Source: an optimization exercise on an open RTL-to-GDS flow (aim: small area and a short achievable clock period). Production flows keep margins and buffers that such runs may drop. In this exercise RTL edits were held to simulation tests only and were not proved equivalent to the original. Power figures rest on the tool's default switching activity, not on a simulated workload.

## the previous run
## saw2sin
module saw2sin
( input  wire        i_clk
, input  wire [15:0] i_saw
, output logic [15:0] o_sin
);
For scale: roughly 33 I/O pins, roughly 0.0038 mm2 of cells after synthesis.
Settings: LEC_CHECK=0, ABC_AREA=1, CAP_MARGIN=20, CORE_MARGIN=2, CORE_UTILIZATION=40, SLEW_MARGIN=20, SYNTH_HIERARCHICAL=1; clock period 70.0 ns.
standard.sh (not shown) runs the stock make flow with config.mk's settings and CLKGATE_MAP_FILE= SYNTH_SCRIPT=/design/flow/synth_recipe.tcl, a recipe that flattens the netlist after the stock synthesis.
==> flow/flow/run.sh <==
#!/bin/bash
# Own flow: the standard layout, with one change to synthesis: ABC maps the
# combinational logic with flow/abc_area.script (area-first mapping, then
# sizing) instead of ORFS's abc_area.script.  Everything else, including
# synth_recipe.tcl (-nofsm -noshare, flatten, rename), is the standard flow.
set -euo pipefail
rm -rf scripts_abc
cp -r "$FLOW_HOME/scripts" scripts_abc
cp flow/abc_area.script scripts_abc/abc_area.script
bash standard.sh SCRIPTS_DIR="$PWD/scripts_abc" synth > synth.log 2>&1
bash standard.sh SETUP_SLACK_MARGIN=53 "BUFFER_PORTS_ARGS=-buffer_cell sky130_fd_sc_hd__buf_1" finish > layout.log 2>&1
==> flow/flow/abc_area.script <==
strash
dch
map -a
topo
stime -c
buffer -c
upsize -c
dnsize -c
The previous run: flow completed, timing, DRC and antenna clean
What the current run does differently from the previous run at the input level:
-- flow/flow/run.sh --
<<< the previous run, line 10
bash standard.sh SCRIPTS_DIR="$PWD/scripts_abc" synth > synth.log 2>&1
bash standard.sh SETUP_SLACK_MARGIN=53 "BUFFER_PORTS_ARGS=-buffer_cell sky130_fd_sc_hd__buf_1" finish > layout.log 2>&1
>>> the current run, line 10
bash standard.sh SCRIPTS_DIR="$PWD/scripts_abc" synth > synth.log 2>&1
bash standard.sh "BUFFER_PORTS_ARGS=-buffer_cell sky130_fd_sc_hd__buf_2" finish > layout.log 2>&1
### Flow results
- Cell area after placement shrinks slightly when moving from the previous run to the current run.
- Per the comparison of the current run with the previous run, share of cell area taken by flip-flops and latches increased 1.6 points, time the final worst path needs with I/O delays and setup higher.
- Comparing required time of the critical path for the current run and the previous run, the bigger number came from the current run.
- The current run ends up with higher final worst-path cycle share than the previous run does.


Another version of the RTL of saw2sin (not shown whole).
Size: ~16 flip-flops, roughly 33 I/O pins.
clock: 70.0 ns
lec_check: 0
abc_area: 1
cap_margin: 20
core_margin: 2
core_utilization: 40
slew_margin: 20
synth_hierarchical: 1
==> flow/flow/run.sh <==
#!/bin/bash
# Own flow: the standard layout (standard.sh) with two changes.
#  1. Synthesis: ABC maps the combinational logic with flow/abc_area.script
#     (area-first mapping, then buffering and sizing) instead of ORFS's
#     abc_area.script.  It runs from a private copy of the ORFS scripts in
#     which only that file differs; synth_recipe.tcl (-nofsm -noshare,
#     flatten, rename) and everything else is the standard synthesis.
#  2. Layout: the port buffers that global placement inserts on every input
#     and output are sky130_fd_sc_hd__buf_1 cells, and ORFS's repair_timing
#     steps aim for 49.5 ns of setup slack (SETUP_SLACK_MARGIN) instead of 0,
#     so they size up the few gates on the slowest paths.  The clock period
#     and the SDC constraints are the design's, unchanged.
# Each tool's full output goes to synth.log / layout.log here (and ORFS's own
# per-step logs under orfs/logs/).
set -euo pipefail
rm -rf scripts_abc
cp -r "$FLOW_HOME/scripts" scripts_abc
cp flow/abc_area.script scripts_abc/abc_area.script
bash standard.sh SCRIPTS_DIR="$PWD/scripts_abc" synth > synth.log 2>&1
bash standard.sh SETUP_SLACK_MARGIN=49.5 "BUFFER_PORTS_ARGS=-buffer_cell sky130_fd_sc_hd__buf_1" finish > layout.log 2>&1
Scripts as last shown in full above: flow/flow/abc_area.script
==> next run, changes <==
--- a/flow/flow/run.sh
+++ b/flow/flow/run.sh
@@ -9,3 +9,3 @@
 #     and output are sky130_fd_sc_hd__buf_1 cells, and ORFS's repair_timing
-#     steps aim for 49.5 ns of setup slack (SETUP_SLACK_MARGIN) instead of 0,
+#     steps aim for 49.7 ns of setup slack (SETUP_SLACK_MARGIN) instead of 0,
 #     so they size up the few gates on the slowest paths.  The clock period
@@ -19,2 +19,2 @@
 bash standard.sh SCRIPTS_DIR="$PWD/scripts_abc" synth > synth.log 2>&1
-bash standard.sh SETUP_SLACK_MARGIN=49.5 "BUFFER_PORTS_ARGS=-buffer_cell sky130_fd_sc_hd__buf_1" finish > layout.log 2>&1
+bash standard.sh SETUP_SLACK_MARGIN=49.7 "BUFFER_PORTS_ARGS=-buffer_cell sky130_fd_sc_hd__buf_1" finish > layout.log 2>&1
CTS_BUF_LIST = sky130_fd_sc_hd__clkbuf_4   (was unset)
CTS_CLUSTER_DIAMETER = 300   (was unset)
CTS_CLUSTER_SIZE = 50   (was unset)
- The new run produced a clean layout
- combinational power barely changes
- cell count stays the same
- worst setup slack gains 120 ps
==> next run, changes <==
--- a/flow/flow/run.sh
+++ b/flow/flow/run.sh
@@ -8,6 +8,3 @@
 #  2. Layout: the port buffers that global placement inserts on every input
-#     and output are sky130_fd_sc_hd__buf_1 cells, and ORFS's repair_timing
-#     steps aim for 49.7 ns of setup slack (SETUP_SLACK_MARGIN) instead of 0,
-#     so they size up the few gates on the slowest paths.  The clock period
-#     and the SDC constraints are the design's, unchanged.
+#     and output are sky130_fd_sc_hd__buf_1 cells.
 # Each tool's full output goes to synth.log / layout.log here (and ORFS's own
@@ -19,2 +16,2 @@
 bash standard.sh SCRIPTS_DIR="$PWD/scripts_abc" synth > synth.log 2>&1
-bash standard.sh SETUP_SLACK_MARGIN=49.7 "BUFFER_PORTS_ARGS=-buffer_cell sky130_fd_sc_hd__buf_1" finish > layout.log 2>&1
+bash standard.sh SETUP_SLACK_MARGIN=49.95 "BUFFER_PORTS_ARGS=-buffer_cell sky130_fd_sc_hd__buf_1" finish > layout.log 2>&1
CTS_BUF_LIST = unset   (was sky130_fd_sc_hd__clkbuf_4)
CTS_CLUSTER_DIAMETER = unset   (was 300)
CTS_CLUSTER_SIZE = unset   (was 50)
What happened: Worst setup slack gets better by 230 ps; power increases by 1.2%; design area increases by 1.7%; non-clock buffer count is higher by 5; synthesized area stays the same; sequential share of layout area fell by 0.14 points.
==> next run, changes <==
--- a/flow/flow/run.sh
+++ b/flow/flow/run.sh
@@ -8,3 +8,6 @@
 #  2. Layout: the port buffers that global placement inserts on every input
-#     and output are sky130_fd_sc_hd__buf_1 cells.
+#     and output are sky130_fd_sc_hd__buf_1 cells, and ORFS's repair_timing
+#     steps aim for 49.7 ns of setup slack (SETUP_SLACK_MARGIN) instead of 0,
+#     so they size up the few gates on the slowest paths.  The clock period
+#     and the SDC constraints are the design's, unchanged.
 # Each tool's full output goes to synth.log / layout.log here (and ORFS's own
@@ -16,2 +19,2 @@
 bash standard.sh SCRIPTS_DIR="$PWD/scripts_abc" synth > synth.log 2>&1
-bash standard.sh SETUP_SLACK_MARGIN=49.95 "BUFFER_PORTS_ARGS=-buffer_cell sky130_fd_sc_hd__buf_1" finish > layout.log 2>&1
+bash standard.sh SETUP_SLACK_MARGIN=49.7 "BUFFER_PORTS_ARGS=-buffer_cell sky130_fd_sc_hd__buf_1" finish > layout.log 2>&1
CORE_UTILIZATION = 50   (was 40)
CTS_BUF_LIST = sky130_fd_sc_hd__clkbuf_4   (was unset)
CTS_CLUSTER_DIAMETER = 300   (was unset)
CTS_CLUSTER_SIZE = 50   (was unset)
=> Final area decreases slightly. Synthesized area stays the same. Total power is about the same. Routed wire length increases slightly. Core utilization increases by 11 points. Global-route usage increases by 6.4 points. Clock-buffer cell count does not change. Final cell count decreases by a few percent. Hold slack loses 270 ps. Via count decreases slightly.


== old ==
saw2sin, a different RTL version from the one above (not shown whole).
clock: 70.0 ns
lec_check: 0
abc_area: 1
cap_margin: 20
core_margin: 2
core_utilization: 40
slew_margin: 20
==> flow/flow/run.sh <==
#!/bin/bash
# Own flow: the standard layout, with one change to synthesis: ABC maps the
# combinational logic with flow/abc_area.script (area-first mapping, then
# sizing) instead of ORFS's abc_area.script.  Everything else, including
# synth_recipe.tcl (-nofsm -noshare, flatten, rename), is the standard flow.
set -euo pipefail
rm -rf scripts_abc
cp -r "$FLOW_HOME/scripts" scripts_abc
cp flow/abc_area.script scripts_abc/abc_area.script
bash standard.sh SCRIPTS_DIR="$PWD/scripts_abc" synth > synth.log 2>&1
bash standard.sh finish > layout.log 2>&1
Scripts as last shown in full above: flow/flow/abc_area.script
> inputs changed (old -> new)
==> flow/run.sh (new file) <==
#!/bin/bash
# synth_recipe.tcl (not shown) runs the flow's synth.tcl, then flattens the netlist and writes it again
# the make line also repeats each setting of config.mk as NAME=value (left out here)
make -C /OpenROAD-flow-scripts/flow DESIGN_CONFIG=/design/flow/config.mk WORK_HOME=/design/flow/orfs CLKGATE_MAP_FILE= SYNTH_SCRIPT=/design/flow/synth_recipe.tcl finish
removed: flow/flow/run.sh
removed: flow/flow/abc_area.script
removed: flow/standard.sh
[summary]
new finished end to end and its layout was clean on timing, DRC and antenna.
Compared with old, new shows a higher die span in y.
Summary: with old as the reference, final instance area in new moved up by a little under 10%.
| power drawn by the combinational cells | new vs old | 15% lower |
new vs. old: worst path setup slack after routing climbed 760 ps; share of the clock period used by the worst path shows a reduction of 1.1 points; buffer depth of the longest clock path did not really move; shortest period the worst path allows dropped 760 ps; maximum fanout count along the critical path went up.
new and old ended up with nearly the same fraction of final layout cells with drive strength greater than 1.
Summary — maximum vdd drop, new relative to old: higher, by 4.0%.


saw2sin again, from the RTL that the note above started with.
Design saw2sin, start of the top module:
module saw2sin
( input  wire        i_clk
, input  wire [15:0] i_saw
, output logic [15:0] o_sin
);
==> flow/config.mk <==
export PLATFORM = sky130hd
export DESIGN_NAME = saw2sin
export DESIGN_NICKNAME = saw2sin
export VERILOG_FILES = /design/flow/design.v
export SDC_FILE = /design/flow/constraint.sdc
export NUM_CORES = 4
export LEC_CHECK = 0
export ABC_AREA = 1
export CAP_MARGIN = 20
export CORE_MARGIN = 2
export CORE_UTILIZATION = 40
export SLEW_MARGIN = 20
==> flow/constraint.sdc <==
create_clock -name core_clock -period 70.0 [get_ports {i_clk}]
set_input_delay 14.0000 -clock core_clock [delete_from_list [all_inputs] [get_ports {i_clk}]]
set_output_delay 14.0000 -clock core_clock [all_outputs]
set_load 0.01 [all_outputs]
==> flow/flow/run.sh <==
#!/bin/bash
# Own flow: the standard layout, with one change to synthesis: ABC maps the
# combinational logic with flow/abc_area.script (area-first mapping, then
# sizing) instead of ORFS's abc_area.script.  Everything else, including
# synth_recipe.tcl (-nofsm -noshare, flatten, rename), is the standard flow.
set -euo pipefail
rm -rf scripts_abc
cp -r "$FLOW_HOME/scripts" scripts_abc
cp flow/abc_area.script scripts_abc/abc_area.script
bash standard.sh SCRIPTS_DIR="$PWD/scripts_abc" synth > synth.log 2>&1
bash standard.sh finish > layout.log 2>&1
==> flow/flow/abc_area.script <==
strash
dch
map -a
topo
dnsize -c
Rerun with:
--- a/flow/flow/run.sh
+++ b/flow/flow/run.sh
@@ -10,2 +10,2 @@
 bash standard.sh SCRIPTS_DIR="$PWD/scripts_abc" synth > synth.log 2>&1
-bash standard.sh finish > layout.log 2>&1
+bash standard.sh "BUFFER_PORTS_ARGS=-buffer_cell sky130_fd_sc_hd__buf_1" finish > layout.log 2>&1
==> flow/flow/abc_area.script (replaced) <==
strash
dch
map -a
topo
stime -c
buffer -c
upsize -c
dnsize -c
What happened: Die area grows by 8.2%; routed wire length stays flat; worst setup slack improves by 1.6 ns; cell count grows by 2.5%; hold slack degrades by 0.46 ns; cell area shrinks by about 0.44%; maximum frequency grows by 7.6%; utilization shrinks by 4.8 points; synthesized area grows by 8.5%; sequential share of layout area is about the same.
Rerun with:
--- a/flow/flow/run.sh
+++ b/flow/flow/run.sh
@@ -10,2 +10,2 @@
 bash standard.sh SCRIPTS_DIR="$PWD/scripts_abc" synth > synth.log 2>&1
-bash standard.sh "BUFFER_PORTS_ARGS=-buffer_cell sky130_fd_sc_hd__buf_1" finish > layout.log 2>&1
+bash standard.sh finish > layout.log 2>&1
Settings changed: GPL_TIMING_DRIVEN set to 1.
What happened: Global-route usage is higher by 1.7 points; sequential cell count does not change; final cell count stays flat; critical path depth is lower by 4; non-clock buffer count is higher by 1; maximum frequency is lower by 0.91%.


build 90:
RTL: one of the versions met above, not the one the previous note started from.
For scale: roughly 490 cells after synthesis, about 33 I/O pins.
clock: 70.0 ns
lec_check: 0
abc_area: 1
cap_margin: 20
core_margin: 2
core_utilization: 40
slew_margin: 20
synth_hierarchical: 1
==> flow/flow/run.sh <==
#!/bin/bash
# Own flow: the standard layout (standard.sh) with two changes.
#  1. Synthesis: ABC maps the combinational logic with flow/abc_area.script
#     (area-first mapping, then buffering and sizing) instead of ORFS's
#     abc_area.script.  It runs from a private copy of the ORFS scripts in
#     which only that file differs; synth_recipe.tcl (-nofsm -noshare,
#     flatten, rename) and everything else is the standard synthesis.
#  2. Layout: the port buffers that global placement inserts on every input
#     and output are sky130_fd_sc_hd__buf_1 cells.
# Each tool's full output goes to synth.log / layout.log here (and ORFS's own
# per-step logs under orfs/logs/).
set -euo pipefail
rm -rf scripts_abc
cp -r "$FLOW_HOME/scripts" scripts_abc
cp flow/abc_area.script scripts_abc/abc_area.script
bash standard.sh SCRIPTS_DIR="$PWD/scripts_abc" synth > synth.log 2>&1
bash standard.sh SETUP_SLACK_MARGIN=49.7 "BUFFER_PORTS_ARGS=-buffer_cell sky130_fd_sc_hd__buf_1" finish > layout.log 2>&1
==> flow/flow/abc_area.script <==
strash
dch
map -a
topo
stime -c
buffer -c
upsize -c
dnsize -c
Build 90 finished every step from synthesis to the final layout, and the layout passed the timing, design-rule and antenna checks.
The following lists how build 40 was set up differently from build 90:
- an added CTS_BUF_LIST of sky130_fd_sc_hd__clkbuf_4
- an added CTS_CLUSTER_SIZE of 50
- an added PLACE_DENSITY of 0.75
- an added CTS_CLUSTER_DIAMETER of 300
diff --git a/flow/flow/run.sh b/flow/flow/run.sh
--- a/flow/flow/run.sh
+++ b/flow/flow/run.sh
@@ -8,3 +8,6 @@
 #  2. Layout: the port buffers that global placement inserts on every input
-#     and output are sky130_fd_sc_hd__buf_1 cells.
+#     and output are sky130_fd_sc_hd__buf_1 cells, and ORFS's repair_timing
+#     steps aim for 49.7 ns of setup slack (SETUP_SLACK_MARGIN) instead of 0,
+#     so they size up the few gates on the slowest paths.  The clock period
+#     and the SDC constraints are the design's, unchanged.
 # Each tool's full output goes to synth.log / layout.log here (and ORFS's own
### Flow results
Build 90 and build 40 ended up with nearly the same first-pass GRT wire length.
Summary of build 40 over build 90: fraction of power consumed by the clock network down 0.9 points, share of cells above drive strength 1 up 0.70 points.
Between build 90 and build 40, the cell count went up.
Total sequential power of build 90 is on par with build 40.
Having completed the whole flow, build 40 delivered a layout that passed the timing, design-rule and antenna checks.
Compared to build 90, build 40 reaches a lower achievable clock.
Edits applied to the flow inputs when going from build 40 to build 94:
- clearing CTS_CLUSTER_DIAMETER, which used to be 300
- clearing CTS_BUF_LIST, which used to be sky130_fd_sc_hd__clkbuf_4
- clearing CTS_CLUSTER_SIZE, which used to be 50
- clearing PLACE_DENSITY, which used to be 0.75
- swapping 40 for 60 in CORE_UTILIZATION
==> notes.md <==
Number of global-route vias before repair: higher on build 94
Between build 40 and build 94, the difference in clock slew seen by the registers of the worst setup and hold paths is negligible.
The cell count in build 94 was lower than what build 40 gave.

## what the ideal ports hide
The results above use ideal ports. As a check the final layouts listed here were re-extracted and re-timed, cells and wires unchanged.
Step 1 sets driving cells, clkbuf_16 on the clock port and buf_2 on the other inputs (assumed; they add their load-dependent delay and slew).
Step 2 also shifts input and output timing later by t, the mid clock arrival at the registers, as if the neighbouring blocks saw the same clock.
Three values: ideal ports, drivers, drivers and shift; two values: the first two.
run	shift t [ns]	setup WS [ns]	hold WS [ns]
the previous run	0.261	50.111 / 50.106 / 49.845	14.406 / 14.408 / 14.405
the current run	0.266	48.767 / 48.769 / 48.503	14.189 / 14.188 / 14.413
the first run of note 2	0.260	49.923 / 49.924 / 49.664	14.370 / 14.367 / 14.402
the second run of note 2	0.290	50.046 / 50.044 / 49.754	14.337 / 14.337 / 14.407
the third run of note 2	0.260	50.276 / 50.274 / 50.015	14.368 / 14.366 / 14.402
the fourth run of note 2	0.310	50.163 / 50.164 / 49.854	14.102 / 14.101 / 14.412
old	0.267	48.415 / 48.416 / 48.149	14.853 / 14.856 / 14.754
new	0.269	49.178 / 49.180 / 48.911	14.842 / 14.849 / 14.755
the first run of note 4	0.263	46.984 / 46.981 / 46.718	14.886 / 14.889 / 14.754
the second run of note 4	0.259	48.612 / 48.615 / 48.357	14.425 / 14.427 / 14.401
the third run of note 4	0.267	48.415 / 48.416 / 48.149	14.853 / 14.856 / 14.754
build 90	0.260	50.102 / 50.102 / 49.843	14.370 / 14.367 / 14.402
build 40	0.292	49.970 / 49.971 / 49.679	14.329 / 14.327 / 14.411
build 94	0.274	49.986 / 49.990 / 49.717	14.147 / 14.142 / 14.408
After both steps setup and hold are still met in every run listed. The setup slack of the fourth run of note 2, which loses most, moves by +0.001 ns with the drivers and by -0.309 ns with both steps.
